Source: an optimization exercise on an open RTL-to-GDS flow (aim: small area). Production flows keep margins and buffers that such runs may drop.
Only simulation tests tie the RTL to the original design; equivalence was not proved.
The clock port is modelled as an ideal driver; clocking choices that lean on that would not hold on a real chip.
Power and IR drop assume default switching activity.

==> flow/design.v <==
module wavelet_transform(clk, rst, data_stream, H_out, L_out, addr);
input clk, rst;
output reg [0:7] H_out;
output reg [0:7] L_out;
output reg  [0:7] addr;
input [0:7] data_stream;
wire [2:0] p = addr[5:7];
reg  [7:0] a1, a2;       
reg  [7:0] se, sf, sg1, sg2, sk;
reg  [7:0] ao, af, ag1, ag2, ak;
reg  [7:0] lp1, lpx, lp3;
reg  [7:0] mux_a, mux_b, mux_c, mux_e;
always @* begin
    case (p)
    3'd0: begin mux_a = lpx;         mux_b = data_stream; mux_c = se;  mux_e = ak;  end
    3'd1: begin mux_a = data_stream; mux_b = lpx;         mux_c = sf;  mux_e = ao;  end
    3'd2: begin mux_a = lpx;         mux_b = data_stream; mux_c = se;  mux_e = af;  end
    3'd3: begin mux_a = data_stream; mux_b = lp1;         mux_c = sg2; mux_e = ao;  end
    3'd4: begin mux_a = lpx;         mux_b = data_stream; mux_c = se;  mux_e = ag2; end
    3'd5: begin mux_a = data_stream; mux_b = lpx;         mux_c = sf;  mux_e = ao;  end
    3'd6: begin mux_a = lp3;         mux_b = data_stream; mux_c = se;  mux_e = af;  end
    default: begin mux_a = data_stream; mux_b = L_out;    mux_c = sk;  mux_e = ao;  end
    endcase
end
function [7:0] add8(input [7:0] x, input [7:0] y, input ci);
    integer i;
    reg c;
    begin
        c = ci;
        for (i = 0; i < 8; i = i + 1) begin
            add8[i] = (x[i] ^ y[i]) ^ c;
            c = (x[i] & y[i]) | (c & (x[i] ^ y[i]));
        end
    end
endfunction
wire [7:0] nd1  = ~{1'b0, a1[7:1]};
wire [7:0] sub1 = add8(mux_b, nd1, 1'b1);
wire [7:0] sub2 = add8(mux_c, nd1, 1'b1);
wire [7:0] hq   = {2'b00, H_out[0:5]};
wire [7:0] add1 = add8(a2, hq, 1'b0);
wire [7:0] add2 = add8(mux_e, hq, 1'b0);
always @(posedge clk, negedge rst) begin
    if (!rst) begin
        addr  <= 0;
        H_out <= 0;
        L_out <= 0;
        a1    <= 0;
        a2    <= 0;
    end else begin
        addr  <= addr + 1;
        H_out <= sub2;
        L_out <= add2;
        a1    <= mux_a;
        a2    <= a1;
    end
end
always @(posedge clk, negedge rst) begin
    if (!rst) begin
        se <= 0; sf <= 0; sg1 <= 0; sg2 <= 0; sk <= 0;
        ao <= 0; af <= 0; ag1 <= 0; ag2 <= 0; ak <= 0;
        lp1 <= 0; lpx <= 0; lp3 <= 0;
    end else begin
        if (!p[0]) se <= sub1;
        if (p[1:0] == 2'b01) sf <= sub1;
        if (p == 3'd3) begin sg1 <= sub1; sg2 <= sg1; end
        if (p == 3'd7) sk <= sub1;
        if (p[0]) ao <= add1;
        if (p[1:0] == 2'b10) af <= add1;
        if (p == 3'd4) begin ag1 <= add1; ag2 <= ag1; end
        if (p == 3'd0) ak <= add1;
        if (p == 3'd1) lp1 <= L_out;
        if (p == 3'd1) lpx <= lp1;
        else if (p[1:0] != 2'b11) lpx <= L_out;
        if (p == 3'd3) lp3 <= L_out;
    end
end
endmodule
==> flow/flow/run.sh <==
#!/bin/bash
# Own layout flow: the standard synthesis and ORFS steps, with
#  - single-size buffers on the ports (buf_1 instead of clkdlybuf4s50_1),
#  - timing-driven global placement that does not keep the resizer's buffers
#    (GPL_KEEP_OVERFLOW=0); repair_design still fixes slew and capacitance,
#  - a clock tree without dummy loads, whose buffers flow/postcts.tcl then
#    sizes to the smallest that keep the clock-pin slew at or under 110 ps,
#    and which also downsizes repair_design's slew buffers (see its header).
# Each step's full output goes to a log file of its own in the work folder.
set -euo pipefail
export BUFFER_PORTS_ARGS="-buffer_cell sky130_fd_sc_hd__buf_1"
export GPL_KEEP_OVERFLOW=0
export CTS_ARGS="-sink_clustering_enable -repair_clock_nets -buf_list sky130_fd_sc_hd__clkbuf_4 -dont_use_dummy_load"
bash standard.sh synth > synth.log 2>&1
bash standard.sh cts > place_cts.log 2>&1
RESULTS="$PWD/orfs/results/$FLOW_PLATFORM/wavelet_transform/base" openroad -no_init -exit flow/postcts.tcl > postcts.log 2>&1
bash standard.sh finish > route_finish.log 2>&1
==> flow/flow/postcts.tcl <==
# Runs between ORFS's cts and global-route steps, on 4_cts.odb:
#  1. Sizes the clock buffers: each buffer that drives flip-flops starts as
#     clkbuf_2 and is upsized (clkbuf_2 -> 4 -> 8 -> 16) until the clock pins
#     it drives see a slew of at most 110 ps; the buffers above them until
#     their loads see at most 250 ps.
#  2. Downsizes each buffer that repair_design inserted for slew (load_slew*)
#     to the smallest buf_N that leaves no max-slew or max-capacitance
#     violation and no worse setup slack.
#  3. Legalises the placement again and writes 4_cts.odb back.
set plat $::env(FLOW_HOME)/platforms/sky130hd
set res $::env(RESULTS)
read_liberty $plat/lib/sky130_fd_sc_hd__tt_025C_1v80.lib
read_db $res/4_cts.odb
read_sdc $res/4_cts.sdc
source $plat/setRC.tcl
set_propagated_clock [all_clocks]
estimate_parasitics -placement
puts "before: setup slack [sta::worst_slack_cmd max], area [rsz::design_area]"

proc load_slew {inst} {
  set out [get_pins -of_objects $inst -filter "direction == output"]
  set worst 0
  foreach p [get_pins -of_objects [get_nets -of_objects $out] -filter "direction == input"] {
    set s [get_property $p slew_max]
    if {$s > $worst} { set worst $s }
  }
  return $worst
}
proc drives_ff {inst} {
  set out [get_pins -of_objects $inst -filter "direction == output"]
  foreach p [get_pins -of_objects [get_nets -of_objects $out] -filter "direction == input"] {
    if {[get_property $p name] eq "CLK"} { return 1 }
  }
  return 0
}

# 1. clock buffers
set next [dict create sky130_fd_sc_hd__clkbuf_2 sky130_fd_sc_hd__clkbuf_4 \
  sky130_fd_sc_hd__clkbuf_4 sky130_fd_sc_hd__clkbuf_8 \
  sky130_fd_sc_hd__clkbuf_8 sky130_fd_sc_hd__clkbuf_16]
set clkbufs [get_cells clkbuf*]
foreach inst $clkbufs {
  if {[drives_ff $inst]} { replace_cell $inst [get_lib_cells */sky130_fd_sc_hd__clkbuf_2] }
}
for {set iter 0} {$iter < 8} {incr iter} {
  estimate_parasitics -placement
  set changed 0
  foreach inst $clkbufs {
    set m [get_property $inst ref_name]
    if {![dict exists $next $m]} { continue }
    set t [expr {[drives_ff $inst] ? 0.110 : 0.250}]
    if {[load_slew $inst] > $t} {
      replace_cell $inst [get_lib_cells */[dict get $next $m]]
      set changed 1
    }
  }
  if {!$changed} { break }
}
foreach inst $clkbufs { puts "clock buffer [get_full_name $inst]: [get_property $inst ref_name]" }

# 2. slew buffers
proc net_slew {inst} {
  set out [get_pins -of_objects $inst -filter "direction == output"]
  set worst 0
  foreach p [get_pins -of_objects [get_nets -of_objects $out]] {
    set s [get_property $p slew_max]
    if {$s > $worst} { set worst $s }
  }
  return $worst
}
estimate_parasitics -placement
foreach inst [get_cells -quiet load_slew*] {
  set orig [get_property $inst ref_name]
  set wns0 [sta::worst_slack_cmd max]
  foreach size {1 2 4 6 8 12} {
    set m sky130_fd_sc_hd__buf_$size
    if {$m eq $orig} { break }
    replace_cell $inst [get_lib_cells */$m]
    estimate_parasitics -placement
    if {[sta::max_slew_violation_count] == 0 && [sta::max_capacitance_violation_count] == 0
        && [net_slew $inst] < 1.0 && [sta::worst_slack_cmd max] >= $wns0 - 1e-13} {
      puts "[get_full_name $inst]: $orig -> $m"
      break
    }
    replace_cell $inst [get_lib_cells */$orig]
    estimate_parasitics -placement
  }
}

# 3. legalise and write back
detailed_placement
check_placement -verbose
estimate_parasitics -placement
set worst 0
foreach p [get_pins -hierarchical */CLK] {
  set s [get_property $p slew_max]
  if {$s > $worst} { set worst $s }
}
puts "after: setup slack [sta::worst_slack_cmd max], area [rsz::design_area], worst flip-flop clock pin slew [format %.3f $worst] ns"
puts "max slew violations [sta::max_slew_violation_count], max cap violations [sta::max_capacitance_violation_count]"
write_db $res/4_cts.odb
==> flow/standard.sh <==
#!/bin/bash
# synth_recipe.tcl (not shown) runs the flow's synth.tcl, then flattens the netlist and writes it again
# the make line also repeats each setting of config.mk as NAME=value (left out here)
make -C /OpenROAD-flow-scripts/flow DESIGN_CONFIG=/design/flow/config.mk WORK_HOME=/design/flow/orfs CLKGATE_MAP_FILE= SYNTH_SCRIPT=/design/flow/synth_recipe.tcl "${@:-finish}"
==> flow/config.mk <==
export PLATFORM = sky130hd
export DESIGN_NAME = wavelet_transform
export DESIGN_NICKNAME = wavelet_transform
export VERILOG_FILES = /design/flow/design.v
export SDC_FILE = /design/flow/constraint.sdc
export NUM_CORES = 4
export LEC_CHECK = 0
export CAP_MARGIN = 20
export CORE_MARGIN = 2
export CORE_UTILIZATION = 55
export SLEW_MARGIN = 20
==> flow/constraint.sdc <==
create_clock -name core_clock -period 6.0 [get_ports {clk}]
set_input_delay 1.2000 -clock core_clock [delete_from_list [all_inputs] [get_ports {clk}]]
set_output_delay 1.2000 -clock core_clock [all_outputs]
set_load 0.01 [all_outputs]
==> impl_metrics.yaml <==
outcome:
  outcome: "no timing/DRC/antenna violations"
power_and_ir_drop:
  p_comb_share_pct: 37.2
  vdd_drop_max_mv: 0.267
  p_seq_share_pct: 50.4
  p_leak_nw: 3.01
  p_int_mw: 2.19
  swShare_pct: 34.6
  pwr-share-clk_pct: 12.4
  power_switching_mw: 1.16
  p_total_mw: 3.34
  power_density_nw_per_um2: 492
grt:
  grt_pass1_vias: 4112
  grt_max_degree: 34
  grt_pass1_wl_mm: 21.5
  grtUsageTotal_pct: 22.3
  grt_overflow: 0
  antenna_found_initial: 0
yosys:
  synth_enable_flop_cells: 0
  syn_area_per_cell_um2: 13.2
  ys_ff_latch: 144
  synthTopCellsByCount: "144 x dfrtp_1, 87 x mux2_2, 44 x nand2_1"
  synth_top_area_share_pct: 56.2
  seq_area_frac_synth_pct: 56.2
  yosysTopAreaCell: "dfrtp_1"
  synthMostInstantiatedCell: "dfrtp_1"
  ys_types: 29
  synth_nets: 528
  netlist_area_um2: 6410
  synth_warnings: 1
  synthFlopType: "dfrtp_1"
  synthTopCellsByArea: "dfrtp_1 56%, mux2_2 15%, fa_1 6.9%"
  async_flop_share_pct: 100
  synth_cells: 484
place:
  dpl.hpwl_mm: 8.90
  dpl.cell_count: 640
  port-buffer-count: 33
  dpl_cell_area_um2: 6770
  place.gp.congestion: 0.801
worst_setup_path:
  cp.required_ns: 6.28
  r2r_setup_slack_ns: 0.35
  setup.worst_path.end: "sk[6]"
  startpoint: "addr[7]"
  cp-start-kind: "flop"
  r2r_cells: 13
  critical_path_class: "reg2reg"
  endpoint_kind: "flop"
  arrival_ns: 5.93
  worstPathMaxFanout: 20
  r2r_end: "sk[6]"
  r2r-start: "addr[7]"
final_layout:
  stdcell_area_um2: 6800
  drive_above_1_share_pct: 23.9
  area_growth_pct: 6.05
  nNetsFinal: 560
  stdcell_count: 657
  fillers: 957
  n_antenna_cell: 0
clocking:
  clock_latency_ns: 0.40
  numCtsBuffers: 17
  cts_sinks: 144
  cts_setup_buffers: 0
  cts_tree: "done"
  clkTransAtPathRegs_ns: 0.09
  hold_buffers: 0
  clock_path_buffers: 2
  root_buffer: "clkbuf_4"
  htree_levels: 4
worst_hold_path:
  hold_path_class: "reg2reg"
floorplanning:
  coreArea_um2: 11400
  initial_core_util_pct: 56.2
  die_h_um: 112
  io_pins: 34
  fp.dieW_um: 112
  rows: 39
  die_area_um2: 12500
sta:
  tightest_slew_ns: 1.08
  timing.fmax_ghz: 0.177
  finalCritPeriodShare_pct: 94.1
  worst_clock_skew_ns: 0.0188
  fin_crit_ns: 5.65
  setup_viol: 0
  max_slew_margin_pct: 27.7
  finalSetupTns_ns: 0
  rsz0062_at_grt: "no"
  worst_hold_slack_ns: 0.357
  finalHoldViolations: 0
  slew_viol_final: 0
route:
  vias: 3769
  wl_per_cell_um: 19.1
  antenna_left: 0
  drc: 0
  drt_wl_total_mm: 12.5
  drt_iter0_drc: 335
  viasPerCell: 5.74
  first_pass_iters: 6
run:
  drv_cap: 0
## power groups by stage
stage | clock network, mW | registers [mW] | logic [mW]
2_1_floorplan | 0 | 1.63 | 0.902
3_3_place_gp | 0 | 1.70 | 1.23
4_1_cts | 0.425 | 1.69 | 1.29
5_1_grt | 0.475 | 1.74 | 1.42
6_report | 0.414 | 1.69 | 1.24
3_5_place_dp | 0 | 1.71 | 1.28
## critical path: stages, from the launching register on
cell	delay (ns)
dfrtp_2	0.71
inv_1	0.33
ha_1	0.54
or2_2	0.58
a221oi_1	0.38
ha_1	0.22
inv_1	0.05
fa_1	0.37
fa_1	0.39
fa_1	0.38
fa_1	0.39
fa_1	0.40
fa_1	0.49
mux2_2	0.29
## layout make-up
type / instances / area, um2 / area share (%)
inverters: 39 / 146 / 2.15
flip-flops and latches: 144 / 3600 / 53.0
well taps: 143 / 179 / 2.63
clock buffers: 17 / 134 / 1.97
repair buffers: 40 / 174 / 2.56
multi-input cells: 274 / 2560 / 37.7
## sequential cells by signal, indices dropped and copies added (netlist names)
signal and cells:
sg2 8, ao 8, ag1 8, ak 8
a1 8, addr 8, se 8, sf 8
sk 8, sg1 8, lp1 8, a2 8
af 8, L_out 8, lp3 8, ag2 8
lpx 8, H_out 8
## repair_timing
item,4_1_cts,5_1_grt
gates resized for setup,1,3
setup endpoints to repair,8,8
cloned,0,0
## cells in the final DEF, fill, tap and decap left out, drive strengths merged, types with 2 or more instances in the layout
master,synthesis,routed
inv,39,39
a21oi,17,17
nand3,3,3
mux2,87,87
mux2i,11,11
clkbuf,14,17
a22oi,2,2
o21ai,12,12
nand2,45,45
a221oi,3,3
buf,13,40
a222oi,21,21
or2,2,2
nor2b,2,2
xnor2,9,9
ha,12,12
a22o,9,9
fa,22,22
dfrtp,144,144
nor2,12,12
## through the flow
stage	util [%]	worst slack, ns
2_1_floorplan	-	1.18
3_3_place_gp	57.8	-2.71
3_5_place_dp	59.3	-0.279
4_1_cts	60.4	0.0927
5_1_grt	59.6	0.0421
6_report	59.6	0.352
## layer usage
layer	share of wire (%)	global-route usage [%]	up-vias
met4	0.93	6.91	0
met1	47	30.6	1936
li1	-	-	1735
met5	0	0	-
met2	48	35.5	90
met3	4.2	5.82	8
## worst min path at each step
stage / cells after the start / to / slack (ns) / startpoint
2_1_floorplan: 0 / a2[0] / 0.33 / a1[0]
3_3_place_gp: 0 / a2[0] / 0.34 / a1[0]
3_5_place_dp: 0 / a2[0] / 0.34 / a1[0]
4_1_cts: 0 / a2[0] / 0.36 / a1[0]
5_1_grt: 0 / a2[0] / 0.37 / a1[0]
6_report: 0 / a2[0] / 0.36 / a1[0]
## cell families (layout without fill, tap and decap cells)
logic type | count (synthesis) | after routing | synth area share (%)
compound gates | 65 | 65 | 7.63
xor+xnor | 10 | 10 | 1.37
fa+ha+maj | 34 | 34 | 9.21
buf+inv | 66 | 96 | 4.08
flops | 144 | 144 | 56.2
mux | 98 | 98 | 17.0
simple gates | 67 | 67 | 4.53

## re-timing with driven ports
No port has a modelled driver above. Below, the same layout with a new extraction and two added sets of constraints. Step 1 (the two cells are an assumption about what drives the block):
set clk [get_ports {clk}]
set_driving_cell -lib_cell sky130_fd_sc_hd__clkbuf_16 $clk
set_driving_cell -lib_cell sky130_fd_sc_hd__buf_2 [delete_from_list [all_inputs] $clk]
Step 2 also shifts input and output timing later by t, the mid clock arrival at the registers, as if the neighbouring blocks saw the same clock. Slacks: ideal / step 1 / step 2; pairs: ideal / step 1.
shift t [ns]: 0.431
slack for setup (ns): 0.352 / 0.352 / 0.352
worst data-port slew with drivers (ns): 0.04
After both steps this run still meets setup and hold. The setup slack of this run moves by 0.000 ns with the drivers and by 0.000 ns with both steps.
